Background: an optimization exercise with open tools, aiming at small area and a short achievable clock period. Do not read the settings as production practice. In this exercise RTL edits were held to simulation tests only and were not proved equivalent to the original. Power is estimated from default activity; no workload was simulated.

==> flow/design.v <==
module mul16(a, b, x, y);
input [15:0] a, b;
output [31:0] x, y;
wire pp0_0 = a[0] & b[0];
wire pp0_1 = a[0] & b[1];
wire pp0_2 = a[0] & b[2];
wire pp0_3 = a[0] & b[3];
wire pp0_4 = a[0] & b[4];
wire pp0_5 = a[0] & b[5];
wire pp0_6 = a[0] & b[6];
wire pp0_7 = a[0] & b[7];
wire pp0_8 = a[0] & b[8];
wire pp0_9 = a[0] & b[9];
wire pp0_10 = a[0] & b[10];
wire pp0_11 = a[0] & b[11];
wire pp0_12 = a[0] & b[12];
wire pp0_13 = a[0] & b[13];
wire pp0_14 = a[0] & b[14];
wire pp0_15 = a[0] & b[15];
wire pp1_0 = a[1] & b[0];
wire pp1_1 = a[1] & b[1];
wire pp1_2 = a[1] & b[2];
wire pp1_3 = a[1] & b[3];
wire pp1_4 = a[1] & b[4];
wire pp1_5 = a[1] & b[5];
wire pp1_6 = a[1] & b[6];
wire pp1_7 = a[1] & b[7];
wire pp1_8 = a[1] & b[8];
wire pp1_9 = a[1] & b[9];
wire pp1_10 = a[1] & b[10];
wire pp1_11 = a[1] & b[11];
wire pp1_12 = a[1] & b[12];
wire pp1_13 = a[1] & b[13];
wire pp1_14 = a[1] & b[14];
wire pp1_15 = a[1] & b[15];
wire pp2_0 = a[2] & b[0];
wire pp2_1 = a[2] & b[1];
wire pp2_2 = a[2] & b[2];
wire pp2_3 = a[2] & b[3];
wire pp2_4 = a[2] & b[4];
wire pp2_5 = a[2] & b[5];
wire pp2_6 = a[2] & b[6];
wire pp2_7 = a[2] & b[7];
wire pp2_8 = a[2] & b[8];
wire pp2_9 = a[2] & b[9];
wire pp2_10 = a[2] & b[10];
wire pp2_11 = a[2] & b[11];
wire pp2_12 = a[2] & b[12];
wire pp2_13 = a[2] & b[13];
wire pp2_14 = a[2] & b[14];
wire pp2_15 = a[2] & b[15];
wire pp3_0 = a[3] & b[0];
wire pp3_1 = a[3] & b[1];
wire pp3_2 = a[3] & b[2];
wire pp3_3 = a[3] & b[3];
wire pp3_4 = a[3] & b[4];
wire pp3_5 = a[3] & b[5];
wire pp3_6 = a[3] & b[6];
wire pp3_7 = a[3] & b[7];
wire pp3_8 = a[3] & b[8];
wire pp3_9 = a[3] & b[9];
wire pp3_10 = a[3] & b[10];
wire pp3_11 = a[3] & b[11];
wire pp3_12 = a[3] & b[12];
wire pp3_13 = a[3] & b[13];
wire pp3_14 = a[3] & b[14];
wire pp3_15 = a[3] & b[15];
wire pp4_0 = a[4] & b[0];
wire pp4_1 = a[4] & b[1];
wire pp4_2 = a[4] & b[2];
wire pp4_3 = a[4] & b[3];
wire pp4_4 = a[4] & b[4];
wire pp4_5 = a[4] & b[5];
wire pp4_6 = a[4] & b[6];
wire pp4_7 = a[4] & b[7];
wire pp4_8 = a[4] & b[8];
wire pp4_9 = a[4] & b[9];
wire pp4_10 = a[4] & b[10];
wire pp4_11 = a[4] & b[11];
wire pp4_12 = a[4] & b[12];
wire pp4_13 = a[4] & b[13];
wire pp4_14 = a[4] & b[14];
wire pp4_15 = a[4] & b[15];
wire pp5_0 = a[5] & b[0];
wire pp5_1 = a[5] & b[1];
wire pp5_2 = a[5] & b[2];
wire pp5_3 = a[5] & b[3];
wire pp5_4 = a[5] & b[4];
wire pp5_5 = a[5] & b[5];
wire pp5_6 = a[5] & b[6];
wire pp5_7 = a[5] & b[7];
wire pp5_8 = a[5] & b[8];
wire pp5_9 = a[5] & b[9];
wire pp5_10 = a[5] & b[10];
wire pp5_11 = a[5] & b[11];
wire pp5_12 = a[5] & b[12];
wire pp5_13 = a[5] & b[13];
wire pp5_14 = a[5] & b[14];
wire pp5_15 = a[5] & b[15];
wire pp6_0 = a[6] & b[0];
wire pp6_1 = a[6] & b[1];
wire pp6_2 = a[6] & b[2];
wire pp6_3 = a[6] & b[3];
wire pp6_4 = a[6] & b[4];
wire pp6_5 = a[6] & b[5];
wire pp6_6 = a[6] & b[6];
wire pp6_7 = a[6] & b[7];
wire pp6_8 = a[6] & b[8];
wire pp6_9 = a[6] & b[9];
wire pp6_10 = a[6] & b[10];
wire pp6_11 = a[6] & b[11];
wire pp6_12 = a[6] & b[12];
wire pp6_13 = a[6] & b[13];
wire pp6_14 = a[6] & b[14];
wire pp6_15 = a[6] & b[15];
wire pp7_0 = a[7] & b[0];
wire pp7_1 = a[7] & b[1];
wire pp7_2 = a[7] & b[2];
wire pp7_3 = a[7] & b[3];
wire pp7_4 = a[7] & b[4];
wire pp7_5 = a[7] & b[5];
wire pp7_6 = a[7] & b[6];
wire pp7_7 = a[7] & b[7];
wire pp7_8 = a[7] & b[8];
wire pp7_9 = a[7] & b[9];
wire pp7_10 = a[7] & b[10];
wire pp7_11 = a[7] & b[11];
wire pp7_12 = a[7] & b[12];
wire pp7_13 = a[7] & b[13];
wire pp7_14 = a[7] & b[14];
wire pp7_15 = a[7] & b[15];
wire pp8_0 = a[8] & b[0];
wire pp8_1 = a[8] & b[1];
wire pp8_2 = a[8] & b[2];
wire pp8_3 = a[8] & b[3];
wire pp8_4 = a[8] & b[4];
wire pp8_5 = a[8] & b[5];
wire pp8_6 = a[8] & b[6];
wire pp8_7 = a[8] & b[7];
wire pp8_8 = a[8] & b[8];
wire pp8_9 = a[8] & b[9];
wire pp8_10 = a[8] & b[10];
wire pp8_11 = a[8] & b[11];
wire pp8_12 = a[8] & b[12];
wire pp8_13 = a[8] & b[13];
wire pp8_14 = a[8] & b[14];
wire pp8_15 = a[8] & b[15];
wire pp9_0 = a[9] & b[0];
wire pp9_1 = a[9] & b[1];
wire pp9_2 = a[9] & b[2];
wire pp9_3 = a[9] & b[3];
wire pp9_4 = a[9] & b[4];
wire pp9_5 = a[9] & b[5];
wire pp9_6 = a[9] & b[6];
wire pp9_7 = a[9] & b[7];
wire pp9_8 = a[9] & b[8];
wire pp9_9 = a[9] & b[9];
wire pp9_10 = a[9] & b[10];
wire pp9_11 = a[9] & b[11];
wire pp9_12 = a[9] & b[12];
wire pp9_13 = a[9] & b[13];
wire pp9_14 = a[9] & b[14];
wire pp9_15 = a[9] & b[15];
wire pp10_0 = a[10] & b[0];
wire pp10_1 = a[10] & b[1];
wire pp10_2 = a[10] & b[2];
wire pp10_3 = a[10] & b[3];
wire pp10_4 = a[10] & b[4];
wire pp10_5 = a[10] & b[5];
wire pp10_6 = a[10] & b[6];
wire pp10_7 = a[10] & b[7];
wire pp10_8 = a[10] & b[8];
wire pp10_9 = a[10] & b[9];
wire pp10_10 = a[10] & b[10];
wire pp10_11 = a[10] & b[11];
wire pp10_12 = a[10] & b[12];
wire pp10_13 = a[10] & b[13];
wire pp10_14 = a[10] & b[14];
wire pp10_15 = a[10] & b[15];
wire pp11_0 = a[11] & b[0];
wire pp11_1 = a[11] & b[1];
wire pp11_2 = a[11] & b[2];
wire pp11_3 = a[11] & b[3];
wire pp11_4 = a[11] & b[4];
wire pp11_5 = a[11] & b[5];
wire pp11_6 = a[11] & b[6];
wire pp11_7 = a[11] & b[7];
wire pp11_8 = a[11] & b[8];
wire pp11_9 = a[11] & b[9];
wire pp11_10 = a[11] & b[10];
wire pp11_11 = a[11] & b[11];
wire pp11_12 = a[11] & b[12];
wire pp11_13 = a[11] & b[13];
wire pp11_14 = a[11] & b[14];
wire pp11_15 = a[11] & b[15];
wire pp12_0 = a[12] & b[0];
wire pp12_1 = a[12] & b[1];
wire pp12_2 = a[12] & b[2];
wire pp12_3 = a[12] & b[3];
wire pp12_4 = a[12] & b[4];
wire pp12_5 = a[12] & b[5];
wire pp12_6 = a[12] & b[6];
wire pp12_7 = a[12] & b[7];
wire pp12_8 = a[12] & b[8];
wire pp12_9 = a[12] & b[9];
wire pp12_10 = a[12] & b[10];
wire pp12_11 = a[12] & b[11];
wire pp12_12 = a[12] & b[12];
wire pp12_13 = a[12] & b[13];
wire pp12_14 = a[12] & b[14];
wire pp12_15 = a[12] & b[15];
wire pp13_0 = a[13] & b[0];
wire pp13_1 = a[13] & b[1];
wire pp13_2 = a[13] & b[2];
wire pp13_3 = a[13] & b[3];
wire pp13_4 = a[13] & b[4];
wire pp13_5 = a[13] & b[5];
wire pp13_6 = a[13] & b[6];
wire pp13_7 = a[13] & b[7];
wire pp13_8 = a[13] & b[8];
wire pp13_9 = a[13] & b[9];
wire pp13_10 = a[13] & b[10];
wire pp13_11 = a[13] & b[11];
wire pp13_12 = a[13] & b[12];
wire pp13_13 = a[13] & b[13];
wire pp13_14 = a[13] & b[14];
wire pp13_15 = a[13] & b[15];
wire pp14_0 = a[14] & b[0];
wire pp14_1 = a[14] & b[1];
wire pp14_2 = a[14] & b[2];
wire pp14_3 = a[14] & b[3];
wire pp14_4 = a[14] & b[4];
wire pp14_5 = a[14] & b[5];
wire pp14_6 = a[14] & b[6];
wire pp14_7 = a[14] & b[7];
wire pp14_8 = a[14] & b[8];
wire pp14_9 = a[14] & b[9];
wire pp14_10 = a[14] & b[10];
wire pp14_11 = a[14] & b[11];
wire pp14_12 = a[14] & b[12];
wire pp14_13 = a[14] & b[13];
wire pp14_14 = a[14] & b[14];
wire pp14_15 = a[14] & b[15];
wire pp15_0 = a[15] & b[0];
wire pp15_1 = a[15] & b[1];
wire pp15_2 = a[15] & b[2];
wire pp15_3 = a[15] & b[3];
wire pp15_4 = a[15] & b[4];
wire pp15_5 = a[15] & b[5];
wire pp15_6 = a[15] & b[6];
wire pp15_7 = a[15] & b[7];
wire pp15_8 = a[15] & b[8];
wire pp15_9 = a[15] & b[9];
wire pp15_10 = a[15] & b[10];
wire pp15_11 = a[15] & b[11];
wire pp15_12 = a[15] & b[12];
wire pp15_13 = a[15] & b[13];
wire pp15_14 = a[15] & b[14];
wire pp15_15 = a[15] & b[15];
wire s0 = pp0_13 ^ pp1_12;
wire c0 = pp0_13 & pp1_12;
wire s1 = pp0_14 ^ pp1_13 ^ pp2_12;
wire c1 = (pp0_14 & pp1_13) | (pp0_14 & pp2_12) | (pp1_13 & pp2_12);
wire s2 = pp3_11 ^ pp4_10;
wire c2 = pp3_11 & pp4_10;
wire s3 = pp0_15 ^ pp1_14 ^ pp2_13;
wire c3 = (pp0_15 & pp1_14) | (pp0_15 & pp2_13) | (pp1_14 & pp2_13);
wire s4 = pp3_12 ^ pp4_11 ^ pp5_10;
wire c4 = (pp3_12 & pp4_11) | (pp3_12 & pp5_10) | (pp4_11 & pp5_10);
wire s5 = pp6_9 ^ pp7_8;
wire c5 = pp6_9 & pp7_8;
wire s6 = pp1_15 ^ pp2_14 ^ pp3_13;
wire c6 = (pp1_15 & pp2_14) | (pp1_15 & pp3_13) | (pp2_14 & pp3_13);
wire s7 = pp4_12 ^ pp5_11 ^ pp6_10;
wire c7 = (pp4_12 & pp5_11) | (pp4_12 & pp6_10) | (pp5_11 & pp6_10);
wire s8 = pp7_9 ^ pp8_8;
wire c8 = pp7_9 & pp8_8;
wire s9 = pp2_15 ^ pp3_14 ^ pp4_13;
wire c9 = (pp2_15 & pp3_14) | (pp2_15 & pp4_13) | (pp3_14 & pp4_13);
wire s10 = pp5_12 ^ pp6_11 ^ pp7_10;
wire c10 = (pp5_12 & pp6_11) | (pp5_12 & pp7_10) | (pp6_11 & pp7_10);
wire s11 = pp3_15 ^ pp4_14 ^ pp5_13;
wire c11 = (pp3_15 & pp4_14) | (pp3_15 & pp5_13) | (pp4_14 & pp5_13);
wire s12 = pp0_9 ^ pp1_8;
wire c12 = pp0_9 & pp1_8;
wire s13 = pp0_10 ^ pp1_9 ^ pp2_8;
wire c13 = (pp0_10 & pp1_9) | (pp0_10 & pp2_8) | (pp1_9 & pp2_8);
wire s14 = pp3_7 ^ pp4_6;
wire c14 = pp3_7 & pp4_6;
wire s15 = pp0_11 ^ pp1_10 ^ pp2_9;
wire c15 = (pp0_11 & pp1_10) | (pp0_11 & pp2_9) | (pp1_10 & pp2_9);
wire s16 = pp3_8 ^ pp4_7 ^ pp5_6;
wire c16 = (pp3_8 & pp4_7) | (pp3_8 & pp5_6) | (pp4_7 & pp5_6);
wire s17 = pp6_5 ^ pp7_4;
wire c17 = pp6_5 & pp7_4;
wire s18 = pp0_12 ^ pp1_11 ^ pp2_10;
wire c18 = (pp0_12 & pp1_11) | (pp0_12 & pp2_10) | (pp1_11 & pp2_10);
wire s19 = pp3_9 ^ pp4_8 ^ pp5_7;
wire c19 = (pp3_9 & pp4_8) | (pp3_9 & pp5_7) | (pp4_8 & pp5_7);
wire s20 = pp6_6 ^ pp7_5 ^ pp8_4;
wire c20 = (pp6_6 & pp7_5) | (pp6_6 & pp8_4) | (pp7_5 & pp8_4);
wire s21 = pp9_3 ^ pp10_2;
wire c21 = pp9_3 & pp10_2;
wire s22 = pp2_11 ^ pp3_10 ^ pp4_9;
wire c22 = (pp2_11 & pp3_10) | (pp2_11 & pp4_9) | (pp3_10 & pp4_9);
wire s23 = pp5_8 ^ pp6_7 ^ pp7_6;
wire c23 = (pp5_8 & pp6_7) | (pp5_8 & pp7_6) | (pp6_7 & pp7_6);
wire s24 = pp8_5 ^ pp9_4 ^ pp10_3;
wire c24 = (pp8_5 & pp9_4) | (pp8_5 & pp10_3) | (pp9_4 & pp10_3);
wire s25 = pp11_2 ^ pp12_1 ^ pp13_0;
wire c25 = (pp11_2 & pp12_1) | (pp11_2 & pp13_0) | (pp12_1 & pp13_0);
wire s26 = pp5_9 ^ pp6_8 ^ pp7_7;
wire c26 = (pp5_9 & pp6_8) | (pp5_9 & pp7_7) | (pp6_8 & pp7_7);
wire s27 = pp8_6 ^ pp9_5 ^ pp10_4;
wire c27 = (pp8_6 & pp9_5) | (pp8_6 & pp10_4) | (pp9_5 & pp10_4);
wire s28 = pp11_3 ^ pp12_2 ^ pp13_1;
wire c28 = (pp11_3 & pp12_2) | (pp11_3 & pp13_1) | (pp12_2 & pp13_1);
wire s29 = pp14_0 ^ s1 ^ s2;
wire c29 = (pp14_0 & s1) | (pp14_0 & s2) | (s1 & s2);
wire s30 = pp8_7 ^ pp9_6 ^ pp10_5;
wire c30 = (pp8_7 & pp9_6) | (pp8_7 & pp10_5) | (pp9_6 & pp10_5);
wire s31 = pp11_4 ^ pp12_3 ^ pp13_2;
wire c31 = (pp11_4 & pp12_3) | (pp11_4 & pp13_2) | (pp12_3 & pp13_2);
wire s32 = pp14_1 ^ pp15_0 ^ s3;
wire c32 = (pp14_1 & pp15_0) | (pp14_1 & s3) | (pp15_0 & s3);
wire s33 = s4 ^ s5 ^ c1;
wire c33 = (s4 & s5) | (s4 & c1) | (s5 & c1);
wire s34 = pp9_7 ^ pp10_6 ^ pp11_5;
wire c34 = (pp9_7 & pp10_6) | (pp9_7 & pp11_5) | (pp10_6 & pp11_5);
wire s35 = pp12_4 ^ pp13_3 ^ pp14_2;
wire c35 = (pp12_4 & pp13_3) | (pp12_4 & pp14_2) | (pp13_3 & pp14_2);
wire s36 = pp15_1 ^ s6 ^ s7;
wire c36 = (pp15_1 & s6) | (pp15_1 & s7) | (s6 & s7);
wire s37 = s8 ^ c3 ^ c4;
wire c37 = (s8 & c3) | (s8 & c4) | (c3 & c4);
wire s38 = pp8_9 ^ pp9_8 ^ pp10_7;
wire c38 = (pp8_9 & pp9_8) | (pp8_9 & pp10_7) | (pp9_8 & pp10_7);
wire s39 = pp11_6 ^ pp12_5 ^ pp13_4;
wire c39 = (pp11_6 & pp12_5) | (pp11_6 & pp13_4) | (pp12_5 & pp13_4);
wire s40 = pp14_3 ^ pp15_2 ^ s9;
wire c40 = (pp14_3 & pp15_2) | (pp14_3 & s9) | (pp15_2 & s9);
wire s41 = s10 ^ c6 ^ c7;
wire c41 = (s10 & c6) | (s10 & c7) | (c6 & c7);
wire s42 = pp6_12 ^ pp7_11 ^ pp8_10;
wire c42 = (pp6_12 & pp7_11) | (pp6_12 & pp8_10) | (pp7_11 & pp8_10);
wire s43 = pp9_9 ^ pp10_8 ^ pp11_7;
wire c43 = (pp9_9 & pp10_8) | (pp9_9 & pp11_7) | (pp10_8 & pp11_7);
wire s44 = pp12_6 ^ pp13_5 ^ pp14_4;
wire c44 = (pp12_6 & pp13_5) | (pp12_6 & pp14_4) | (pp13_5 & pp14_4);
wire s45 = pp15_3 ^ s11 ^ c9;
wire c45 = (pp15_3 & s11) | (pp15_3 & c9) | (s11 & c9);
wire s46 = pp4_15 ^ pp5_14 ^ pp6_13;
wire c46 = (pp4_15 & pp5_14) | (pp4_15 & pp6_13) | (pp5_14 & pp6_13);
wire s47 = pp7_12 ^ pp8_11 ^ pp9_10;
wire c47 = (pp7_12 & pp8_11) | (pp7_12 & pp9_10) | (pp8_11 & pp9_10);
wire s48 = pp10_9 ^ pp11_8 ^ pp12_7;
wire c48 = (pp10_9 & pp11_8) | (pp10_9 & pp12_7) | (pp11_8 & pp12_7);
wire s49 = pp13_6 ^ pp14_5 ^ pp15_4;
wire c49 = (pp13_6 & pp14_5) | (pp13_6 & pp15_4) | (pp14_5 & pp15_4);
wire s50 = pp5_15 ^ pp6_14 ^ pp7_13;
wire c50 = (pp5_15 & pp6_14) | (pp5_15 & pp7_13) | (pp6_14 & pp7_13);
wire s51 = pp8_12 ^ pp9_11 ^ pp10_10;
wire c51 = (pp8_12 & pp9_11) | (pp8_12 & pp10_10) | (pp9_11 & pp10_10);
wire s52 = pp11_9 ^ pp12_8 ^ pp13_7;
wire c52 = (pp11_9 & pp12_8) | (pp11_9 & pp13_7) | (pp12_8 & pp13_7);
wire s53 = pp6_15 ^ pp7_14 ^ pp8_13;
wire c53 = (pp6_15 & pp7_14) | (pp6_15 & pp8_13) | (pp7_14 & pp8_13);
wire s54 = pp9_12 ^ pp10_11 ^ pp11_10;
wire c54 = (pp9_12 & pp10_11) | (pp9_12 & pp11_10) | (pp10_11 & pp11_10);
wire s55 = pp7_15 ^ pp8_14 ^ pp9_13;
wire c55 = (pp7_15 & pp8_14) | (pp7_15 & pp9_13) | (pp8_14 & pp9_13);
wire s56 = pp0_6 ^ pp1_5;
wire c56 = pp0_6 & pp1_5;
wire s57 = pp0_7 ^ pp1_6 ^ pp2_5;
wire c57 = (pp0_7 & pp1_6) | (pp0_7 & pp2_5) | (pp1_6 & pp2_5);
wire s58 = pp3_4 ^ pp4_3;
wire c58 = pp3_4 & pp4_3;
wire s59 = pp0_8 ^ pp1_7 ^ pp2_6;
wire c59 = (pp0_8 & pp1_7) | (pp0_8 & pp2_6) | (pp1_7 & pp2_6);
wire s60 = pp3_5 ^ pp4_4 ^ pp5_3;
wire c60 = (pp3_5 & pp4_4) | (pp3_5 & pp5_3) | (pp4_4 & pp5_3);
wire s61 = pp6_2 ^ pp7_1;
wire c61 = pp6_2 & pp7_1;
wire s62 = pp2_7 ^ pp3_6 ^ pp4_5;
wire c62 = (pp2_7 & pp3_6) | (pp2_7 & pp4_5) | (pp3_6 & pp4_5);
wire s63 = pp5_4 ^ pp6_3 ^ pp7_2;
wire c63 = (pp5_4 & pp6_3) | (pp5_4 & pp7_2) | (pp6_3 & pp7_2);
wire s64 = pp8_1 ^ pp9_0 ^ s12;
wire c64 = (pp8_1 & pp9_0) | (pp8_1 & s12) | (pp9_0 & s12);
wire s65 = pp5_5 ^ pp6_4 ^ pp7_3;
wire c65 = (pp5_5 & pp6_4) | (pp5_5 & pp7_3) | (pp6_4 & pp7_3);
wire s66 = pp8_2 ^ pp9_1 ^ pp10_0;
wire c66 = (pp8_2 & pp9_1) | (pp8_2 & pp10_0) | (pp9_1 & pp10_0);
wire s67 = s13 ^ s14 ^ c12;
wire c67 = (s13 & s14) | (s13 & c12) | (s14 & c12);
wire s68 = pp8_3 ^ pp9_2 ^ pp10_1;
wire c68 = (pp8_3 & pp9_2) | (pp8_3 & pp10_1) | (pp9_2 & pp10_1);
wire s69 = pp11_0 ^ s15 ^ s16;
wire c69 = (pp11_0 & s15) | (pp11_0 & s16) | (s15 & s16);
wire s70 = s17 ^ c13 ^ c14;
wire c70 = (s17 & c13) | (s17 & c14) | (c13 & c14);
wire s71 = pp11_1 ^ pp12_0 ^ s18;
wire c71 = (pp11_1 & pp12_0) | (pp11_1 & s18) | (pp12_0 & s18);
wire s72 = s19 ^ s20 ^ s21;
wire c72 = (s19 & s20) | (s19 & s21) | (s20 & s21);
wire s73 = c15 ^ c16 ^ c17;
wire c73 = (c15 & c16) | (c15 & c17) | (c16 & c17);
wire s74 = s0 ^ s22 ^ s23;
wire c74 = (s0 & s22) | (s0 & s23) | (s22 & s23);
wire s75 = s24 ^ s25 ^ c18;
wire c75 = (s24 & s25) | (s24 & c18) | (s25 & c18);
wire s76 = c19 ^ c20 ^ c21;
wire c76 = (c19 & c20) | (c19 & c21) | (c20 & c21);
wire s77 = c0 ^ s26 ^ s27;
wire c77 = (c0 & s26) | (c0 & s27) | (s26 & s27);
wire s78 = s28 ^ s29 ^ c22;
wire c78 = (s28 & s29) | (s28 & c22) | (s29 & c22);
wire s79 = c23 ^ c24 ^ c25;
wire c79 = (c23 & c24) | (c23 & c25) | (c24 & c25);
wire s80 = c2 ^ s30 ^ s31;
wire c80 = (c2 & s30) | (c2 & s31) | (s30 & s31);
wire s81 = s32 ^ s33 ^ c26;
wire c81 = (s32 & s33) | (s32 & c26) | (s33 & c26);
wire s82 = c27 ^ c28 ^ c29;
wire c82 = (c27 & c28) | (c27 & c29) | (c28 & c29);
wire s83 = c5 ^ s34 ^ s35;
wire c83 = (c5 & s34) | (c5 & s35) | (s34 & s35);
wire s84 = s36 ^ s37 ^ c30;
wire c84 = (s36 & s37) | (s36 & c30) | (s37 & c30);
wire s85 = c31 ^ c32 ^ c33;
wire c85 = (c31 & c32) | (c31 & c33) | (c32 & c33);
wire s86 = c8 ^ s38 ^ s39;
wire c86 = (c8 & s38) | (c8 & s39) | (s38 & s39);
wire s87 = s40 ^ s41 ^ c34;
wire c87 = (s40 & s41) | (s40 & c34) | (s41 & c34);
wire s88 = c35 ^ c36 ^ c37;
wire c88 = (c35 & c36) | (c35 & c37) | (c36 & c37);
wire s89 = c10 ^ s42 ^ s43;
wire c89 = (c10 & s42) | (c10 & s43) | (s42 & s43);
wire s90 = s44 ^ s45 ^ c38;
wire c90 = (s44 & s45) | (s44 & c38) | (s45 & c38);
wire s91 = c39 ^ c40 ^ c41;
wire c91 = (c39 & c40) | (c39 & c41) | (c40 & c41);
wire s92 = c11 ^ s46 ^ s47;
wire c92 = (c11 & s46) | (c11 & s47) | (s46 & s47);
wire s93 = s48 ^ s49 ^ c42;
wire c93 = (s48 & s49) | (s48 & c42) | (s49 & c42);
wire s94 = c43 ^ c44 ^ c45;
wire c94 = (c43 & c44) | (c43 & c45) | (c44 & c45);
wire s95 = pp14_6 ^ pp15_5 ^ s50;
wire c95 = (pp14_6 & pp15_5) | (pp14_6 & s50) | (pp15_5 & s50);
wire s96 = s51 ^ s52 ^ c46;
wire c96 = (s51 & s52) | (s51 & c46) | (s52 & c46);
wire s97 = c47 ^ c48 ^ c49;
wire c97 = (c47 & c48) | (c47 & c49) | (c48 & c49);
wire s98 = pp12_9 ^ pp13_8 ^ pp14_7;
wire c98 = (pp12_9 & pp13_8) | (pp12_9 & pp14_7) | (pp13_8 & pp14_7);
wire s99 = pp15_6 ^ s53 ^ s54;
wire c99 = (pp15_6 & s53) | (pp15_6 & s54) | (s53 & s54);
wire s100 = c50 ^ c51 ^ c52;
wire c100 = (c50 & c51) | (c50 & c52) | (c51 & c52);
wire s101 = pp10_12 ^ pp11_11 ^ pp12_10;
wire c101 = (pp10_12 & pp11_11) | (pp10_12 & pp12_10) | (pp11_11 & pp12_10);
wire s102 = pp13_9 ^ pp14_8 ^ pp15_7;
wire c102 = (pp13_9 & pp14_8) | (pp13_9 & pp15_7) | (pp14_8 & pp15_7);
wire s103 = s55 ^ c53 ^ c54;
wire c103 = (s55 & c53) | (s55 & c54) | (c53 & c54);
wire s104 = pp8_15 ^ pp9_14 ^ pp10_13;
wire c104 = (pp8_15 & pp9_14) | (pp8_15 & pp10_13) | (pp9_14 & pp10_13);
wire s105 = pp11_12 ^ pp12_11 ^ pp13_10;
wire c105 = (pp11_12 & pp12_11) | (pp11_12 & pp13_10) | (pp12_11 & pp13_10);
wire s106 = pp14_9 ^ pp15_8 ^ c55;
wire c106 = (pp14_9 & pp15_8) | (pp14_9 & c55) | (pp15_8 & c55);
wire s107 = pp9_15 ^ pp10_14 ^ pp11_13;
wire c107 = (pp9_15 & pp10_14) | (pp9_15 & pp11_13) | (pp10_14 & pp11_13);
wire s108 = pp12_12 ^ pp13_11 ^ pp14_10;
wire c108 = (pp12_12 & pp13_11) | (pp12_12 & pp14_10) | (pp13_11 & pp14_10);
wire s109 = pp10_15 ^ pp11_14 ^ pp12_13;
wire c109 = (pp10_15 & pp11_14) | (pp10_15 & pp12_13) | (pp11_14 & pp12_13);
wire s110 = pp0_4 ^ pp1_3;
wire c110 = pp0_4 & pp1_3;
wire s111 = pp0_5 ^ pp1_4 ^ pp2_3;
wire c111 = (pp0_5 & pp1_4) | (pp0_5 & pp2_3) | (pp1_4 & pp2_3);
wire s112 = pp3_2 ^ pp4_1;
wire c112 = pp3_2 & pp4_1;
wire s113 = pp2_4 ^ pp3_3 ^ pp4_2;
wire c113 = (pp2_4 & pp3_3) | (pp2_4 & pp4_2) | (pp3_3 & pp4_2);
wire s114 = pp5_1 ^ pp6_0 ^ s56;
wire c114 = (pp5_1 & pp6_0) | (pp5_1 & s56) | (pp6_0 & s56);
wire s115 = pp5_2 ^ pp6_1 ^ pp7_0;
wire c115 = (pp5_2 & pp6_1) | (pp5_2 & pp7_0) | (pp6_1 & pp7_0);
wire s116 = s57 ^ s58 ^ c56;
wire c116 = (s57 & s58) | (s57 & c56) | (s58 & c56);
wire s117 = pp8_0 ^ s59 ^ s60;
wire c117 = (pp8_0 & s59) | (pp8_0 & s60) | (s59 & s60);
wire s118 = s61 ^ c57 ^ c58;
wire c118 = (s61 & c57) | (s61 & c58) | (c57 & c58);
wire s119 = s62 ^ s63 ^ s64;
wire c119 = (s62 & s63) | (s62 & s64) | (s63 & s64);
wire s120 = c59 ^ c60 ^ c61;
wire c120 = (c59 & c60) | (c59 & c61) | (c60 & c61);
wire s121 = s65 ^ s66 ^ s67;
wire c121 = (s65 & s66) | (s65 & s67) | (s66 & s67);
wire s122 = c62 ^ c63 ^ c64;
wire c122 = (c62 & c63) | (c62 & c64) | (c63 & c64);
wire s123 = s68 ^ s69 ^ s70;
wire c123 = (s68 & s69) | (s68 & s70) | (s69 & s70);
wire s124 = c65 ^ c66 ^ c67;
wire c124 = (c65 & c66) | (c65 & c67) | (c66 & c67);
wire s125 = s71 ^ s72 ^ s73;
wire c125 = (s71 & s72) | (s71 & s73) | (s72 & s73);
wire s126 = c68 ^ c69 ^ c70;
wire c126 = (c68 & c69) | (c68 & c70) | (c69 & c70);
wire s127 = s74 ^ s75 ^ s76;
wire c127 = (s74 & s75) | (s74 & s76) | (s75 & s76);
wire s128 = c71 ^ c72 ^ c73;
wire c128 = (c71 & c72) | (c71 & c73) | (c72 & c73);
wire s129 = s77 ^ s78 ^ s79;
wire c129 = (s77 & s78) | (s77 & s79) | (s78 & s79);
wire s130 = c74 ^ c75 ^ c76;
wire c130 = (c74 & c75) | (c74 & c76) | (c75 & c76);
wire s131 = s80 ^ s81 ^ s82;
wire c131 = (s80 & s81) | (s80 & s82) | (s81 & s82);
wire s132 = c77 ^ c78 ^ c79;
wire c132 = (c77 & c78) | (c77 & c79) | (c78 & c79);
wire s133 = s83 ^ s84 ^ s85;
wire c133 = (s83 & s84) | (s83 & s85) | (s84 & s85);
wire s134 = c80 ^ c81 ^ c82;
wire c134 = (c80 & c81) | (c80 & c82) | (c81 & c82);
wire s135 = s86 ^ s87 ^ s88;
wire c135 = (s86 & s87) | (s86 & s88) | (s87 & s88);
wire s136 = c83 ^ c84 ^ c85;
wire c136 = (c83 & c84) | (c83 & c85) | (c84 & c85);
wire s137 = s89 ^ s90 ^ s91;
wire c137 = (s89 & s90) | (s89 & s91) | (s90 & s91);
wire s138 = c86 ^ c87 ^ c88;
wire c138 = (c86 & c87) | (c86 & c88) | (c87 & c88);
wire s139 = s92 ^ s93 ^ s94;
wire c139 = (s92 & s93) | (s92 & s94) | (s93 & s94);
wire s140 = c89 ^ c90 ^ c91;
wire c140 = (c89 & c90) | (c89 & c91) | (c90 & c91);
wire s141 = s95 ^ s96 ^ s97;
wire c141 = (s95 & s96) | (s95 & s97) | (s96 & s97);
wire s142 = c92 ^ c93 ^ c94;
wire c142 = (c92 & c93) | (c92 & c94) | (c93 & c94);
wire s143 = s98 ^ s99 ^ s100;
wire c143 = (s98 & s99) | (s98 & s100) | (s99 & s100);
wire s144 = c95 ^ c96 ^ c97;
wire c144 = (c95 & c96) | (c95 & c97) | (c96 & c97);
wire s145 = s101 ^ s102 ^ s103;
wire c145 = (s101 & s102) | (s101 & s103) | (s102 & s103);
wire s146 = c98 ^ c99 ^ c100;
wire c146 = (c98 & c99) | (c98 & c100) | (c99 & c100);
wire s147 = s104 ^ s105 ^ s106;
wire c147 = (s104 & s105) | (s104 & s106) | (s105 & s106);
wire s148 = c101 ^ c102 ^ c103;
wire c148 = (c101 & c102) | (c101 & c103) | (c102 & c103);
wire s149 = pp15_9 ^ s107 ^ s108;
wire c149 = (pp15_9 & s107) | (pp15_9 & s108) | (s107 & s108);
wire s150 = c104 ^ c105 ^ c106;
wire c150 = (c104 & c105) | (c104 & c106) | (c105 & c106);
wire s151 = pp13_12 ^ pp14_11 ^ pp15_10;
wire c151 = (pp13_12 & pp14_11) | (pp13_12 & pp15_10) | (pp14_11 & pp15_10);
wire s152 = s109 ^ c107 ^ c108;
wire c152 = (s109 & c107) | (s109 & c108) | (c107 & c108);
wire s153 = pp11_15 ^ pp12_14 ^ pp13_13;
wire c153 = (pp11_15 & pp12_14) | (pp11_15 & pp13_13) | (pp12_14 & pp13_13);
wire s154 = pp14_12 ^ pp15_11 ^ c109;
wire c154 = (pp14_12 & pp15_11) | (pp14_12 & c109) | (pp15_11 & c109);
wire s155 = pp12_15 ^ pp13_14 ^ pp14_13;
wire c155 = (pp12_15 & pp13_14) | (pp12_15 & pp14_13) | (pp13_14 & pp14_13);
wire s156 = pp0_3 ^ pp1_2;
wire c156 = pp0_3 & pp1_2;
wire s157 = pp2_2 ^ pp3_1 ^ pp4_0;
wire c157 = (pp2_2 & pp3_1) | (pp2_2 & pp4_0) | (pp3_1 & pp4_0);
wire s158 = pp5_0 ^ s111 ^ s112;
wire c158 = (pp5_0 & s111) | (pp5_0 & s112) | (s111 & s112);
wire s159 = s113 ^ s114 ^ c111;
wire c159 = (s113 & s114) | (s113 & c111) | (s114 & c111);
wire s160 = s115 ^ s116 ^ c113;
wire c160 = (s115 & s116) | (s115 & c113) | (s116 & c113);
wire s161 = s117 ^ s118 ^ c115;
wire c161 = (s117 & s118) | (s117 & c115) | (s118 & c115);
wire s162 = s119 ^ s120 ^ c117;
wire c162 = (s119 & s120) | (s119 & c117) | (s120 & c117);
wire s163 = s121 ^ s122 ^ c119;
wire c163 = (s121 & s122) | (s121 & c119) | (s122 & c119);
wire s164 = s123 ^ s124 ^ c121;
wire c164 = (s123 & s124) | (s123 & c121) | (s124 & c121);
wire s165 = s125 ^ s126 ^ c123;
wire c165 = (s125 & s126) | (s125 & c123) | (s126 & c123);
wire s166 = s127 ^ s128 ^ c125;
wire c166 = (s127 & s128) | (s127 & c125) | (s128 & c125);
wire s167 = s129 ^ s130 ^ c127;
wire c167 = (s129 & s130) | (s129 & c127) | (s130 & c127);
wire s168 = s131 ^ s132 ^ c129;
wire c168 = (s131 & s132) | (s131 & c129) | (s132 & c129);
wire s169 = s133 ^ s134 ^ c131;
wire c169 = (s133 & s134) | (s133 & c131) | (s134 & c131);
wire s170 = s135 ^ s136 ^ c133;
wire c170 = (s135 & s136) | (s135 & c133) | (s136 & c133);
wire s171 = s137 ^ s138 ^ c135;
wire c171 = (s137 & s138) | (s137 & c135) | (s138 & c135);
wire s172 = s139 ^ s140 ^ c137;
wire c172 = (s139 & s140) | (s139 & c137) | (s140 & c137);
wire s173 = s141 ^ s142 ^ c139;
wire c173 = (s141 & s142) | (s141 & c139) | (s142 & c139);
wire s174 = s143 ^ s144 ^ c141;
wire c174 = (s143 & s144) | (s143 & c141) | (s144 & c141);
wire s175 = s145 ^ s146 ^ c143;
wire c175 = (s145 & s146) | (s145 & c143) | (s146 & c143);
wire s176 = s147 ^ s148 ^ c145;
wire c176 = (s147 & s148) | (s147 & c145) | (s148 & c145);
wire s177 = s149 ^ s150 ^ c147;
wire c177 = (s149 & s150) | (s149 & c147) | (s150 & c147);
wire s178 = s151 ^ s152 ^ c149;
wire c178 = (s151 & s152) | (s151 & c149) | (s152 & c149);
wire s179 = s153 ^ s154 ^ c151;
wire c179 = (s153 & s154) | (s153 & c151) | (s154 & c151);
wire s180 = pp15_12 ^ s155 ^ c153;
wire c180 = (pp15_12 & s155) | (pp15_12 & c153) | (s155 & c153);
wire s181 = pp13_15 ^ pp14_14 ^ pp15_13;
wire c181 = (pp13_15 & pp14_14) | (pp13_15 & pp15_13) | (pp14_14 & pp15_13);
wire s182 = pp0_2 ^ pp1_1;
wire c182 = pp0_2 & pp1_1;
wire s183 = pp2_1 ^ pp3_0 ^ s156;
wire c183 = (pp2_1 & pp3_0) | (pp2_1 & s156) | (pp3_0 & s156);
wire s184 = s110 ^ s157 ^ c156;
wire c184 = (s110 & s157) | (s110 & c156) | (s157 & c156);
wire s185 = c110 ^ s158 ^ c157;
wire c185 = (c110 & s158) | (c110 & c157) | (s158 & c157);
wire s186 = c112 ^ s159 ^ c158;
wire c186 = (c112 & s159) | (c112 & c158) | (s159 & c158);
wire s187 = c114 ^ s160 ^ c159;
wire c187 = (c114 & s160) | (c114 & c159) | (s160 & c159);
wire s188 = c116 ^ s161 ^ c160;
wire c188 = (c116 & s161) | (c116 & c160) | (s161 & c160);
wire s189 = c118 ^ s162 ^ c161;
wire c189 = (c118 & s162) | (c118 & c161) | (s162 & c161);
wire s190 = c120 ^ s163 ^ c162;
wire c190 = (c120 & s163) | (c120 & c162) | (s163 & c162);
wire s191 = c122 ^ s164 ^ c163;
wire c191 = (c122 & s164) | (c122 & c163) | (s164 & c163);
wire s192 = c124 ^ s165 ^ c164;
wire c192 = (c124 & s165) | (c124 & c164) | (s165 & c164);
wire s193 = c126 ^ s166 ^ c165;
wire c193 = (c126 & s166) | (c126 & c165) | (s166 & c165);
wire s194 = c128 ^ s167 ^ c166;
wire c194 = (c128 & s167) | (c128 & c166) | (s167 & c166);
wire s195 = c130 ^ s168 ^ c167;
wire c195 = (c130 & s168) | (c130 & c167) | (s168 & c167);
wire s196 = c132 ^ s169 ^ c168;
wire c196 = (c132 & s169) | (c132 & c168) | (s169 & c168);
wire s197 = c134 ^ s170 ^ c169;
wire c197 = (c134 & s170) | (c134 & c169) | (s170 & c169);
wire s198 = c136 ^ s171 ^ c170;
wire c198 = (c136 & s171) | (c136 & c170) | (s171 & c170);
wire s199 = c138 ^ s172 ^ c171;
wire c199 = (c138 & s172) | (c138 & c171) | (s172 & c171);
wire s200 = c140 ^ s173 ^ c172;
wire c200 = (c140 & s173) | (c140 & c172) | (s173 & c172);
wire s201 = c142 ^ s174 ^ c173;
wire c201 = (c142 & s174) | (c142 & c173) | (s174 & c173);
wire s202 = c144 ^ s175 ^ c174;
wire c202 = (c144 & s175) | (c144 & c174) | (s175 & c174);
wire s203 = c146 ^ s176 ^ c175;
wire c203 = (c146 & s176) | (c146 & c175) | (s176 & c175);
wire s204 = c148 ^ s177 ^ c176;
wire c204 = (c148 & s177) | (c148 & c176) | (s177 & c176);
wire s205 = c150 ^ s178 ^ c177;
wire c205 = (c150 & s178) | (c150 & c177) | (s178 & c177);
wire s206 = c152 ^ s179 ^ c178;
wire c206 = (c152 & s179) | (c152 & c178) | (s179 & c178);
wire s207 = c154 ^ s180 ^ c179;
wire c207 = (c154 & s180) | (c154 & c179) | (s180 & c179);
wire s208 = c155 ^ s181 ^ c180;
wire c208 = (c155 & s181) | (c155 & c180) | (s181 & c180);
wire s209 = pp14_15 ^ pp15_14 ^ c181;
wire c209 = (pp14_15 & pp15_14) | (pp14_15 & c181) | (pp15_14 & c181);
assign x = {1'b0, pp15_15, s209, s208, s207, s206, s205, s204, s203, s202, s201, s200, s199, s198, s197, s196, s195, s194, s193, s192, s191, s190, s189, s188, s187, s186, s185, s184, s183, pp2_0, pp0_1, pp0_0};
assign y = {1'b0, c209, c208, c207, c206, c205, c204, c203, c202, c201, c200, c199, c198, c197, c196, c195, c194, c193, c192, c191, c190, c189, c188, c187, c186, c185, c184, c183, c182, s182, pp1_0, 1'b0};
endmodule
module processor(clock,reset,imem_addr,imem_data,wb_en,wb_addr,wb_data,flags);
input clock,reset;
output [7:0] imem_addr;
input [15:0] imem_data;
output wb_en;
output [2:0] wb_addr;
output [15:0] wb_data;
output [3:0] flags;
reg [7:0] pc;
reg [15:0] ir;
reg [3:0] fl;             
reg [15:0] rf [0:7];
reg [7:0] rv;
reg [15:0] dm [0:9];
reg [9:0] dv;
reg [14:0] hx, hy;       
reg hc;
reg [3:0] alo;            
reg ac4;                  
reg [15:0] lo;
reg hlv;
integer j;
reg [15:0] opa, opb;      
reg s_sum, s_shl, s_shr, s_or, s_and, s_mem, s_lo, s_hi;
wire [3:0] op = ir[3:0];
wire [2:0] rd = ir[6:4];
wire [2:0] f  = ir[15:13];
wire [5:0] c6 = ir[15:10];
wire [15:0] sx = {1'b0, {9{c6[5]}}, c6};
reg nm;                   
wire mulN;
wire fZ = fl[3], fN = nm ? mulN : fl[2], fC = fl[1], fV = fl[0];
wire [15:0] A = opa;
wire [15:0] B = opb;
wire [16:0] sum = {1'b0, A} + {1'b0, B};
wire [16:0] shl = {1'b0, A} << f;
reg [15:0] shr;
integer bi;
always @* for (bi = 0; bi < 16; bi = bi + 1) shr[bi] = shl[15 - bi];
wire addok = (op == 4'd0) & ((f == 3'd0) | ((f == 3'd1) & fN) | ((f == 3'd2) & fZ));
wire [16:0] res = ({17{s_sum}} & sum) | ({17{s_shl}} & shl) | ({17{s_shr}} & {1'b0, shr}) |
                  ({17{s_or}} & {1'b0, A | B}) | ({17{s_and}} & {1'b0, A & B});
wire ahi_p = (A[15:5] == 11'h7ff) | (A[15:5] == 11'h000);
wire ahi_n = A[15] & (A[14:6] == 9'h000);
wire a5ok = (A[5] ^ c6[5]) == (A[4] | c6[4]);
wire ahi0 = (c6[5] ? ahi_n : ahi_p) & a5ok & ~(A[4] ^ c6[4] ^ ac4);
wire [9:0] hit = {10{ahi0}} & (10'd1 << alo);
wire [9:0] msel = 10'd1 << alo;
reg [15:0] mword;
always @* begin
  mword = 16'd0;
  for (j = 0; j < 10; j = j + 1)
    mword = mword | ({16{msel[j] & dv[j]}} & dm[j]) | ({16{msel[j] & ~dv[j]}} & (16'h4000 | j));
end
wire [15:0] mdata = ahi0 ? mword : 16'd0;
wire [31:0] mx, my;
mul16 u_mul(.a(A), .b(B), .x(mx), .y(my));
wire [16:0] P = {1'b0, mx[15:0]} + {1'b0, my[15:0]};    
wire [16:0] hsum2 = {1'b0, hx, hc} + {1'b0, hy, hc};
wire mpz_d = &((mx[31:17] ^ my[31:17]) ~^ (mx[30:16] | my[30:16])) & ~(P[16] ^ mx[16] ^ my[16]);
reg mpz;
assign mulN = mpz & lo[15];
wire [15:0] wd = res[15:0] | ({16{s_mem}} & mdata) | ({16{s_lo & hlv}} & lo) |
                 ({16{s_hi & hlv}} & {1'b0, hsum2[16:2]});
wire we = addok | (op == 4'd1) | (op == 4'd2) | (op == 4'd3) | (op == 4'd4) |
          (op == 4'd5) | (op == 4'd6) | (op == 4'd7) | (op == 4'd11) | (op == 4'd12);
wire setfl = addok | (op == 4'd1) | (op == 4'd2) | (op == 4'd3) | (op == 4'd4) | (op == 4'd5);
wire st = (op == 4'd8);
wire mul = (op == 4'd10);
always @(posedge clock) begin
  if (we) rf[rd] <= wd;
  for (j = 0; j < 10; j = j + 1)
    if (st & hit[j]) dm[j] <= B;
  if (mul) begin
    hx <= mx[30:16];
    hy <= my[30:16];
    hc <= P[16];
    mpz <= mpz_d;
    lo <= P[15:0];
  end
end
always @(posedge clock, posedge reset) begin
  if (reset) begin
    rv <= 8'd0;
    dv <= 10'd0;
    hlv <= 1'b0;
  end else begin
    if (we) rv[rd] <= 1'b1;
    for (j = 0; j < 10; j = j + 1)
      if (st & hit[j]) dv[j] <= 1'b1;
    if (mul) hlv <= 1'b1;
  end
end
always @(posedge clock, posedge reset) begin
  if (reset) begin
    fl <= 4'd0;
    nm <= 1'b0;
  end else if (setfl) begin
    fl <= {res == 17'd0, res[16:15] == 2'b01, (op == 4'd0) & res[16], res[16]};
    nm <= 1'b0;
  end else if (mul) begin
    fl <= {(A == 16'd0) | (B == 16'd0), 3'b000};
    nm <= 1'b1;
  end
end
wire [3:0] nop = imem_data[3:0];
wire [2:0] nrs = imem_data[9:7];
wire [2:0] nrt = (nop == 4'd8) ? imem_data[6:4] : imem_data[12:10];
wire [5:0] nc6 = imem_data[15:10];
wire [15:0] nsx = {1'b0, {9{nc6[5]}}, nc6};
wire nimm = (nop == 4'd5) | (nop == 4'd6);
wire nli = (nop == 4'd6);
wire [7:0] sela = {8{~nli}} & rv & (8'd1 << nrs);
wire [7:0] selb = rv & (8'd1 << nrt);
reg [15:0] rA, rB;
always @* begin
  rA = 16'd0;
  rB = 16'd0;
  for (j = 0; j < 8; j = j + 1) begin
    rA = rA | ({16{sela[j]}} & rf[j]);
    rB = rB | ({16{selb[j]}} & rf[j]);
  end
end
wire fwa = we & (rd == nrs) & ~nli;
wire nsr = (nop == 4'd2);
wire [15:0] ra_in = fwa ? wd : rA;
reg [15:0] ra_rev;
always @* for (bi = 0; bi < 16; bi = bi + 1) ra_rev[bi] = ra_in[15 - bi];
wire fwb = we & (rd == nrt);
wire brc = (op == 4'd9) & (((f == 3'd1) & fN) | ((f == 3'd2) & fZ) | ((f == 3'd3) & fV) | ((f == 3'd4) & fC));
wire jmp = (op == 4'd9) & (f == 3'd0);
always @(posedge clock, posedge reset) begin
  if (reset) begin
    pc <= 8'd0;
    ir <= 16'd0;
    s_sum <= 1'b0;            
    s_shl <= 1'b0;
    s_shr <= 1'b0;
    s_or <= 1'b0;
    s_and <= 1'b0;
    s_mem <= 1'b0;
    s_lo <= 1'b0;
    s_hi <= 1'b0;
  end else begin
    ir <= imem_data;
    s_sum <= (nop == 4'd0) | (nop == 4'd5) | (nop == 4'd6);
    s_shl <= (nop == 4'd1);
    s_shr <= (nop == 4'd2);
    s_or <= (nop == 4'd3);
    s_and <= (nop == 4'd4);
    s_mem <= (nop == 4'd7);
    s_lo <= (nop == 4'd11);
    s_hi <= (nop == 4'd12);
    if (jmp) pc <= pc + ir[11:4];
    else if (brc) pc <= ir[11:4];
    else pc <= pc + 8'd1;
  end
end
always @(posedge clock) begin
  opa <= nsr ? ra_rev : ra_in;
  opb <= nimm ? nsx : fwb ? wd : rB;
  {ac4, alo} <= ra_in[3:0] + nsx[3:0];
end
assign imem_addr = pc;
assign wb_en = we;
assign wb_addr = rd;
assign wb_data = wd;
assign flags = {fZ, fN, fC, fV};
endmodule
==> flow/flow/run.sh <==
#!/bin/bash
set -e
export SETUP_SLACK_MARGIN=5.5
bash standard.sh > standard.log 2>&1
==> flow/standard.sh <==
#!/bin/bash
# synth_recipe.tcl (not shown) runs the flow's synth.tcl, then flattens the netlist and writes it again
# the make line also repeats each setting of config.mk as NAME=value (left out here)
make -C /OpenROAD-flow-scripts/flow DESIGN_CONFIG=/design/flow/config.mk WORK_HOME=/design/flow/orfs CLKGATE_MAP_FILE= SYNTH_SCRIPT=/design/flow/synth_recipe.tcl "${@:-finish}"
==> flow/config.mk <==
export PLATFORM = sky130hd
export DESIGN_NAME = processor
export DESIGN_NICKNAME = processor
export VERILOG_FILES = /design/flow/design.v
export SDC_FILE = /design/flow/constraint.sdc
export NUM_CORES = 4
export LEC_CHECK = 0
export ABC_CLOCK_PERIOD_IN_PS = 5000
export CAP_MARGIN = 20
export CORE_MARGIN = 2
export CORE_UTILIZATION = 35
export CTS_BUF_LIST = sky130_fd_sc_hd__clkbuf_8
export CTS_CLUSTER_DIAMETER = 60
export CTS_CLUSTER_SIZE = 16
export SLEW_MARGIN = 20
==> flow/constraint.sdc <==
create_clock -name core_clock -period 11.0 [get_ports {clock}]
set_input_delay 2.2000 -clock core_clock [delete_from_list [all_inputs] [get_ports {clock}]]
set_output_delay 2.2000 -clock core_clock [all_outputs]
set_load 0.01 [all_outputs]
==> out/qor.log, run 1 <==
qor: outcome.run_status finished clean
qor: yosys.synth_enable_flop_cells 336
qor: yosys.ys_ff_latch 428
qor: clocking.hold_buffers 0
qor: place.dp_cells 3450
qor: yosys.prevailing_post_synth_register_cell edfxtp_1
qor: global_route.grt_pass1_vias 21591
qor: timing.post-route-period-util 0.507
qor: timing.count_of_endpoints_failing_setup_in_the_final_report 0
qor: floorplan.initial_core_util 0.353
qor: yosys.synth_compound_gate_area_share 0.133
qor: timing.timing.final.crit_period 5.57 ns
qor: routing.detail_route.vias_per_cell 5.81
qor: yosys.synth_area_per_inst 11.2 um^2
qor: timing.finClkSkew 0.0524 ns
qor: setup_path.crit_required 8.80 ns
qor: setup_path.cell_with_the_largest_stage_delay_on_the_worst_path dfxtp_4
qor: floorplan.core_rows 102
qor: yosys.leading_cell_type_by_number_of_instances_after_synthesis edfxtp_1
qor: timing.slew_headroom 0.302
qor: setup_path.worstSetupPathType flop to output port
qor: clocking.cts_tree yes
qor: global_route.grt_antenna_before_repair 1
qor: routing.dr_vias 21430
qor: yosys.netlist_top_cells_area edfxtp_1 37%, fa_1 15%, dfrtp_1 5.0%
qor: layout.layout-area-overhead-vs-synth 19.3%
qor: yosys.post_synthesis_cell_count 2445
qor: yosys.synth_top_family_by_area adder cells
qor: floorplan.core_region_area 77500 um^2
qor: yosys.synth_seq_area_share 0.446
qor: layout.finish.net_count 2941
qor: timing.fin_tns_setup 0 ns
qor: floorplan.die-area 80500 um^2
qor: clocking.cts_inserted_buffers 39
qor: place.dp_hpwl 67200 um
qor: timing.rsz0062_at_grt yes
qor: layout.final_cells 3688
qor: min_path.hold_class flop to flop
qor: floorplan.die_w 284 um
qor: yosys.synth-warning-count 2
qor: yosys.synth_simple_gate_area_frac 0.117
qor: yosys.asyncSetResetFlopFracSynth 0.129
qor: pwr.peakVddDrop 0.254 mV
qor: routing.drt-wirelength-per-cell 27.3 um
qor: pwr.powerDensity 241 nW/um^2
qor: setup_path.timing.critical_path.slowest_cell_delay 0.40 ns
qor: timing.max_slew.worst_pin.slew 1.04 ns
qor: layout.layout-drive-gt1-share 0.216
qor: timing.report.final.slew_viol_count 0
qor: yosys.synth-adder-area-share 0.194
qor: routing.ant_nets 0
qor: floorplan.ioPinCount 50
qor: global_route.first_pass_grt_wire_length 147000 um
qor: setup_path.startpoint_type flop
qor: clocking.cts_htree_levels 2
qor: place.place.gp.congestion 1.04
qor: routing.detail_route.iter0.violations 2555
qor: global_route.gr-total-overflow 0
qor: yosys.synth.lib_cells_used.distinct 86
qor: clocking.cts.root.buffer_cell clkbuf_8
qor: yosys.yosys-top-cells-count 336 x edfxtp_1, 284 x inv_1, 247 x nor2_1, 199 x fa_1, 142 x nand2_1
qor: timing.maxClockFrequency 0.179 GHz
qor: setup_path.critical_path_endpoint_category output port
qor: setup_path.worst-endpoint-arrival 3.37 ns
qor: timing.finalHoldViolations 0
qor: yosys.netlist.area_leader.share 0.368
qor: clocking.clk_pin_slew 0.09 ns
qor: yosys.syn-num-nets 2769
qor: global_route.groute.usage.overall 0.247
qor: run.cap_violations 0
qor: setup_path.worstPathCellList ha_4 > fa_2 > buf_4 > a211oi_2 > or4b_2 > a21oi_2 > a21oi_2 > nand3_4 > a2111oi_4 > buf_4 > clkinvlp_4 > buf_4
qor: routing.drt_pre_antenna_iters 8
qor: place.io_buffers 49
qor: clocking.insertion_delay 0.69 ns
qor: clocking.tritoncts_num_sinks 428
qor: routing.detail_route.drc_violations 0
qor: yosys.multiplexer_area_fraction_after_synthesis 0.0273
qor: floorplan.die-height 284 um
qor: yosys.netlist.top_cell.by_area edfxtp_1
qor: global_route.largest_net_degree_at_the_start_of_global_routing 56
qor: pwr.leakage_power_total 12.4 nW
qor: setup_path.crit_path_max_fanout 3
qor: clocking.cts_buffer_depth 3
qor: yosys.synthXorXnorAreaFrac 0.0214
qor: yosys.netlist_area 27400 um^2
qor: setup_path.cp_common_cell buf_4
qor: routing.total_routed_length 101000 um
## registers in the layout (all words and copies together) (netlist names), 10 cells and up
signal  flops
dm        160
rf        128
lo         16
opa        16
opb        16
hx         15
hy         15
ir         15
dv         10
## worst max-delay path: cells and delay by family, from the launching register on
family | cells | cell delay, ns
AO/OA/AOI/OAI | 4 | 0.77
flip-flops | 1 | 0.40
adder cells (fa/ha/maj) | 2 | 0.59
AND/OR/NAND/NOR | 2 | 0.33
buffers and inverters | 4 | 0.60
## cell type report
class,instances,area [um^2]
fillers,7289,44800
clock inverters,30,267
diodes,1,2.50
flip-flops and latches,428,12300
repair buffers,268,2420
repair inverters,1,5.00
multi-input cells,1590,14600
inverters,289,1210
well taps,1040,1300
clock buffers,41,564
## metrics by stage
step / power [W] / area, um^2 / util / setup WS, ns / hold slack (ns)
6_report: 0.00787 / 32700 / 0.422 / 5.43 / 0.517
5_1_grt: 0.00842 / 32700 / 0.422 / 5.34 / 0.539
4_1_cts: 0.00779 / 32400 / 0.418 / 5.43 / 0.514
3_5_place_dp: 0.00620 / 29100 / 0.376 / 3.81 / 0.493
3_3_place_gp: 0.00614 / 29100 / 0.375 / 4.01 / 0.486
2_1_floorplan: 0.00491 / 27400 / - / 5.67 / 0.448
## repair_timing
item | in CTS | in global routing
pin swaps | 61 | 36
gates resized for setup | 376 | 39
cloned | 4 | 0
hold endpoints to repair | 0 | 0
setup endpoints to repair | 22 | 33
setup buffers | 149 | 12
## report_power, final
group | total [W] | internal, W | switching, W
Sequential | 0.00223 | 0.00205 | 0.000179
Clock | 0.00105 | 0.000418 | 0.000629
Combinational | 0.00460 | 0.00192 | 0.00267
## placed cells by master (no fill, tap or decap), drive strengths merged, types with 10 or more instances in the layout
| cell type | instances |
|---|---|
| mux4 | 12 |
| xor2 | 30 |
| a22oi | 104 |
| or2 | 13 |
| nand3 | 31 |
| a31oi | 16 |
| edfxtp | 336 |
| mux2i | 32 |
| a22o | 43 |
| buf | 231 |
| fa | 199 |
| o211ai | 18 |
| a21o | 13 |
| nor2b | 19 |
| nor3 | 33 |
| clkinvlp | 32 |
| inv | 276 |
| dfrtp | 55 |
| a21oi | 49 |
| clkinv | 10 |
| xnor2 | 37 |
| ha | 107 |
| nand4 | 45 |
| mux2 | 13 |
| nand2 | 142 |
| clkdlybuf4s50 | 33 |
| dfxtp | 37 |
| and3 | 26 |
| a221oi | 50 |
| nand2b | 19 |
| nor2 | 247 |
| o21ai | 94 |
| clkbuf | 43 |
| and2 | 16 |
| a211oi | 12 |
## final timing paths
kind	startpoint	endpoint	slack, ns	depth (start not counted)
min in group asynchronous	reset	rv[6]	2.06	3
min reg2reg	dv[4]	dv[4]	0.52	1
max reg2reg	opa[3]	mpz	5.48	18
min	dv[4]	dv[4]	0.52	1
max	opb[0]	wb_data[6]	5.43	12
max in group asynchronous	reset	ir[13]	8.36	3
## routing by layer
layer  vias to the layer above  wire (um)  track usage
met2                      1191      45000        0.382
li1                       9085          -            -
met5                         -          0            0
met3                       267       9160       0.0473
met1                     10887      40700        0.330
met4                         0       5920        0.126
## cells by family (layout without fill, tap and decap cells)
logic type | after synthesis | count (layout)
adder cells (fa/ha/maj) | 306 | 306
flip-flops | 428 | 428
other | 0 | 1
XOR/XNOR | 67 | 67
AND/OR/NAND/NOR | 657 | 657
multiplexers | 57 | 57
buffers and inverters | 427 | 629
AO/OA/AOI/OAI | 503 | 503
==> run 2: changes to the inputs <==
==> flow/flow/run.sh (replaced) <==
#!/bin/bash
set -e
export SETUP_SLACK_MARGIN=5.5
export BUFFER_PORTS_ARGS="-buffer_cell sky130_fd_sc_hd__buf_2"
bash standard.sh > standard.log 2>&1
==> run 2 against run 1 <==
Against the previous run: total power increased by 1.6%; cell count is 0.43% higher; register-to-register slack gained 0.19 ns; critical path type unchanged; critical endpoint is now wb_data[15]; highest routed layer is now met5.
==> out/qor.log, run 2 <==
qor: outcome.run_status finished clean [unchanged]
qor: min_path.hold_class flop to flop [unchanged]
qor: timing.report.final.slew_viol_count 0 [unchanged]
qor: floorplan.core_rows 102 [unchanged]
qor: yosys.yosys-top-cells-count 336 x edfxtp_1, 284 x inv_1, 247 x nor2_1, 199 x fa_1, 142 x nand2_1 [unchanged]
qor: layout.largest_register_ffs 160 [unchanged]
qor: yosys.synth.lib_cells_used.distinct 86 [unchanged]
qor: timing.finClkSkew 0.0769 ns [was 0.0524 ns]
qor: setup_path.crit_required 8.80 ns [about the same]
qor: clocking.cts_tree yes [unchanged]
qor: yosys.post_synthesis_cell_count 2445 [unchanged]
qor: clocking.clk_pin_slew 0.10 ns [was 0.09 ns]
qor: yosys.netlist.top_cell.by_area edfxtp_1 [unchanged]
qor: layout.highest_count_cells_in_the_layout_ignoring_fill_and_taps 336 x edfxtp_1, 262 x inv_1, 231 x nor2_1 [was 336 x edfxtp_1, 266 x inv_1, 234 x nor2_1]
qor: timing.count_of_endpoints_failing_setup_in_the_final_report 0 [unchanged]
qor: yosys.synth_seq_area_share 0.446 [unchanged]
qor: clocking.hold_buffers 0 [unchanged]
qor: routing.detail_route.vias_per_cell 5.83 [was 5.81]
qor: floorplan.ioPinCount 50 [unchanged]
qor: place.io_buffers 49 [unchanged]
qor: layout.layout-drive-gt1-share 0.240 [was 0.216]
qor: layout.largestRegisters dm: 160 flops, rf: 128 flops [unchanged]
qor: timing.maxClockFrequency 0.177 GHz [was 0.179 GHz]
qor: setup_path.worst-endpoint-arrival 3.44 ns [was 3.37 ns]
qor: layout.layout-area-overhead-vs-synth 19.7% [was 19.3%]
qor: layout.largest_register dm [unchanged]
qor: clocking.insertion_delay 0.71 ns [was 0.69 ns]
qor: floorplan.initial_core_util 0.353 [unchanged]
qor: global_route.grt_antenna_before_repair 5 [was 1]
qor: clocking.cts_buffer_depth 3 [unchanged]
qor: yosys.netlist.area_leader.share 0.368 [unchanged]
qor: global_route.gr-total-overflow 0 [unchanged]
qor: setup_path.crit_path_max_fanout 8 [was 3]
qor: timing.max_slew.worst_pin.slew 1.12 ns [was 1.04 ns]
qor: layout.layout.core_utilization 0.423 [was 0.422]
qor: timing.rsz0062_at_grt yes [unchanged]
qor: place.place.gp.congestion 0.966 [was 1.04]
qor: timing.finalWorstSetupSlack 5.36 ns [was 5.43 ns]
qor: layout.mostFrequentLayoutCell edfxtp_1 [unchanged]
qor: routing.ant_nets 0 [unchanged]
qor: routing.drt_pre_antenna_iters 6 [was 8]
qor: global_route.largest_net_degree_at_the_start_of_global_routing 56 [unchanged]
qor: floorplan.die-area 80500 um^2 [unchanged]
qor: timing.timing.final.crit_period 5.64 ns [was 5.57 ns]
qor: yosys.leading_cell_type_by_number_of_instances_after_synthesis edfxtp_1 [unchanged]
qor: clocking.cts.root.buffer_cell clkbuf_8 [unchanged]
qor: timing.fin_tns_setup 0 ns [unchanged]
qor: pwr.total_chip_power 0.00800 W [was 0.00787 W]
qor: setup_path.worstSetupPathType flop to output port [unchanged]
qor: routing.total_routed_length 101000 um [about the same]
qor: floorplan.die_w 284 um [unchanged]
qor: pwr.leakage_power_total 12.5 nW [was 12.4 nW]
qor: yosys.ys_ff_latch 428 [unchanged]
qor: clocking.cts_inserted_buffers 41 [was 39]
qor: yosys.asyncSetResetFlopFracSynth 0.129 [unchanged]
qor: floorplan.core_region_area 77500 um^2 [unchanged]
qor: clocking.cts_htree_levels 2 [unchanged]
qor: place.dp_hpwl 66500 um [was 67200 um]
qor: routing.dr_vias 21592 [was 21430]
qor: run.cap_violations 0 [unchanged]
qor: timing.finalHoldViolations 0 [unchanged]
qor: yosys.syn-num-nets 2769 [unchanged]
qor: global_route.groute.usage.overall 0.247 [about the same]
qor: yosys.synth_area_per_inst 11.2 um^2 [unchanged]
qor: global_route.first_pass_grt_wire_length 147000 um [about the same]
qor: yosys.prevailing_post_synth_register_cell edfxtp_1 [unchanged]
qor: setup_path.critical_path_endpoint_category output port [unchanged]
qor: yosys.netlist_area 27400 um^2 [unchanged]
qor: global_route.grt_pass1_vias 21525 [was 21591]
qor: yosys.synth_enable_flop_cells 336 [unchanged]
qor: timing.slew_headroom 0.251 [was 0.302]
qor: clocking.tritoncts_num_sinks 428 [unchanged]
qor: routing.drt-wirelength-per-cell 27.3 um [about the same]
qor: pwr.peakVddDrop 0.213 mV [was 0.254 mV]
qor: floorplan.die-height 284 um [unchanged]
qor: setup_path.startpoint_type flop [unchanged]
qor: place.pre_cts_slack 3.68 ns [was 3.81 ns]
qor: timing.post-route-period-util 0.512 [was 0.507]
qor: routing.detail_route.drc_violations 0 [unchanged]
qor: yosys.synth-warning-count 2 [unchanged]
qor: layout.finish.net_count 2956 [was 2941]
qor: yosys.netlist_top_cells_area edfxtp_1 37%, fa_1 15%, dfrtp_1 5.0% [unchanged]
qor: routing.detail_route.iter0.violations 2897 [was 2555]
qor: pwr.powerDensity 244 nW/um^2 [was 241 nW/um^2]
## run 2: cell counts after synthesis
No cell type changed its count.
## run 2: layer usage
layer  part of all wire  GRT usage  vias to the layer above
li1                   -          -                     9128
met1               0.41      0.338                    10912
met2               0.44      0.382                     1278
met3              0.092     0.0470                      270
met4              0.053      0.112                        4
met5            0.00050          0                        -
## run 2: layout make-up
| class | count | area [um^2] |
|---|---|---|
| diodes | 2 | 5.00 |
| flip-flops and latches | 428 | 12300 |
| repair buffers | 282 | 2340 |
| inverters | 289 | 1210 |
| clock inverters | 30 | 246 |
| multi-input cells | 1590 | 14800 |
| fillers | 7262 | 44700 |
| clock buffers | 43 | 592 |
| well taps | 1040 | 1300 |
## run 2: worst max-delay path, stage by stage, from the launching register on
cell and delay [ns]:
dfrtp_4 0.55, buf_4 0.21, mux4_2 0.34, mux2_4 0.34, a2111oi_4 0.37, nor2b_2 0.21, mux2i_2 0.07, buf_4 0.17
a211o_4 0.32, buf_6 0.14
## run 2: through the flow
stage                     hold slack (ns)  std cells  area [um^2]
final                               0.522       3704        32800
after floorplan                     0.448       2445        27400
after CTS                           0.517       3667        32100
after global placement              0.478       3449        28800
after detailed placement            0.487       3449        28800
after global routing                0.539       3704        32800
## run 2: worst paths after layout
check | slack [ns] | endpoint | from | depth (start not counted)
hold reg to reg | 0.52 | dv[4] | dv[4] | 1
setup / recovery | 5.36 | wb_data[15] | ir[15] | 9
setup reg to reg | 5.67 | mpz | opa[2] | 18
max in group asynchronous | 8.69 | ir[15] | reset | 3
hold / removal | 0.52 | dv[4] | dv[4] | 1
min in group asynchronous | 1.73 | ir[7] | reset | 3
## run 2: repair_timing
item	4_1_cts	5_1_grt
gates resized for setup	301	96
setup endpoints to repair	24	17
pin swaps	52	47
cloned	2	0
buffers inserted	143	35
## run 2: kinds of logic (layout without fill, tap and decap cells)
family	after synthesis	in the layout	synth area share
multiplexers	57	57	0.0273
buffers and inverters	427	644	0.0605
XOR/XNOR	67	67	0.0214
flip-flops	428	428	0.446
AO/OA/AOI/OAI	503	503	0.133
other	0	2	0
AND/OR/NAND/NOR	657	657	0.117
adder cells (fa/ha/maj)	306	306	0.194
## run 2: power by group
part	total (W)	internal (W)	switching (W)
clock	0.00104	0.000396	0.000647
combinational	0.00472	0.00202	0.00270
sequential	0.00224	0.00205	0.000188

separate check: timing with driven ports:
The results above use ideal ports. As a check the final layouts listed here were re-extracted and re-timed, cells and wires unchanged.
Step 1 (the two cells are an assumption about what drives the block):
set clk [get_ports {clock}]
set_driving_cell -lib_cell sky130_fd_sc_hd__clkbuf_16 $clk
set_driving_cell -lib_cell sky130_fd_sc_hd__buf_2 [delete_from_list [all_inputs] $clk]
Step 2, shift: input delay + t, output delay - t, t = (earliest + latest rising clock arrival at the registers) / 2. This alone moves slack from input paths to output paths.
a / b / c = no drivers / after step 1 / after step 2; a / b = the first two.
run | t (ns) | setup slack, ns | cell pins on the clock port's net
run 1 | 0.723 | 5.426 / 5.366 / 4.895 | 1
run 2 | 0.736 | 5.365 / 5.302 / 4.975 | 1
After both steps every run listed still meets setup and hold. For run 1, which loses most, drivers alone change the setup slack by -0.060 ns; drivers and shift together by -0.531 ns.
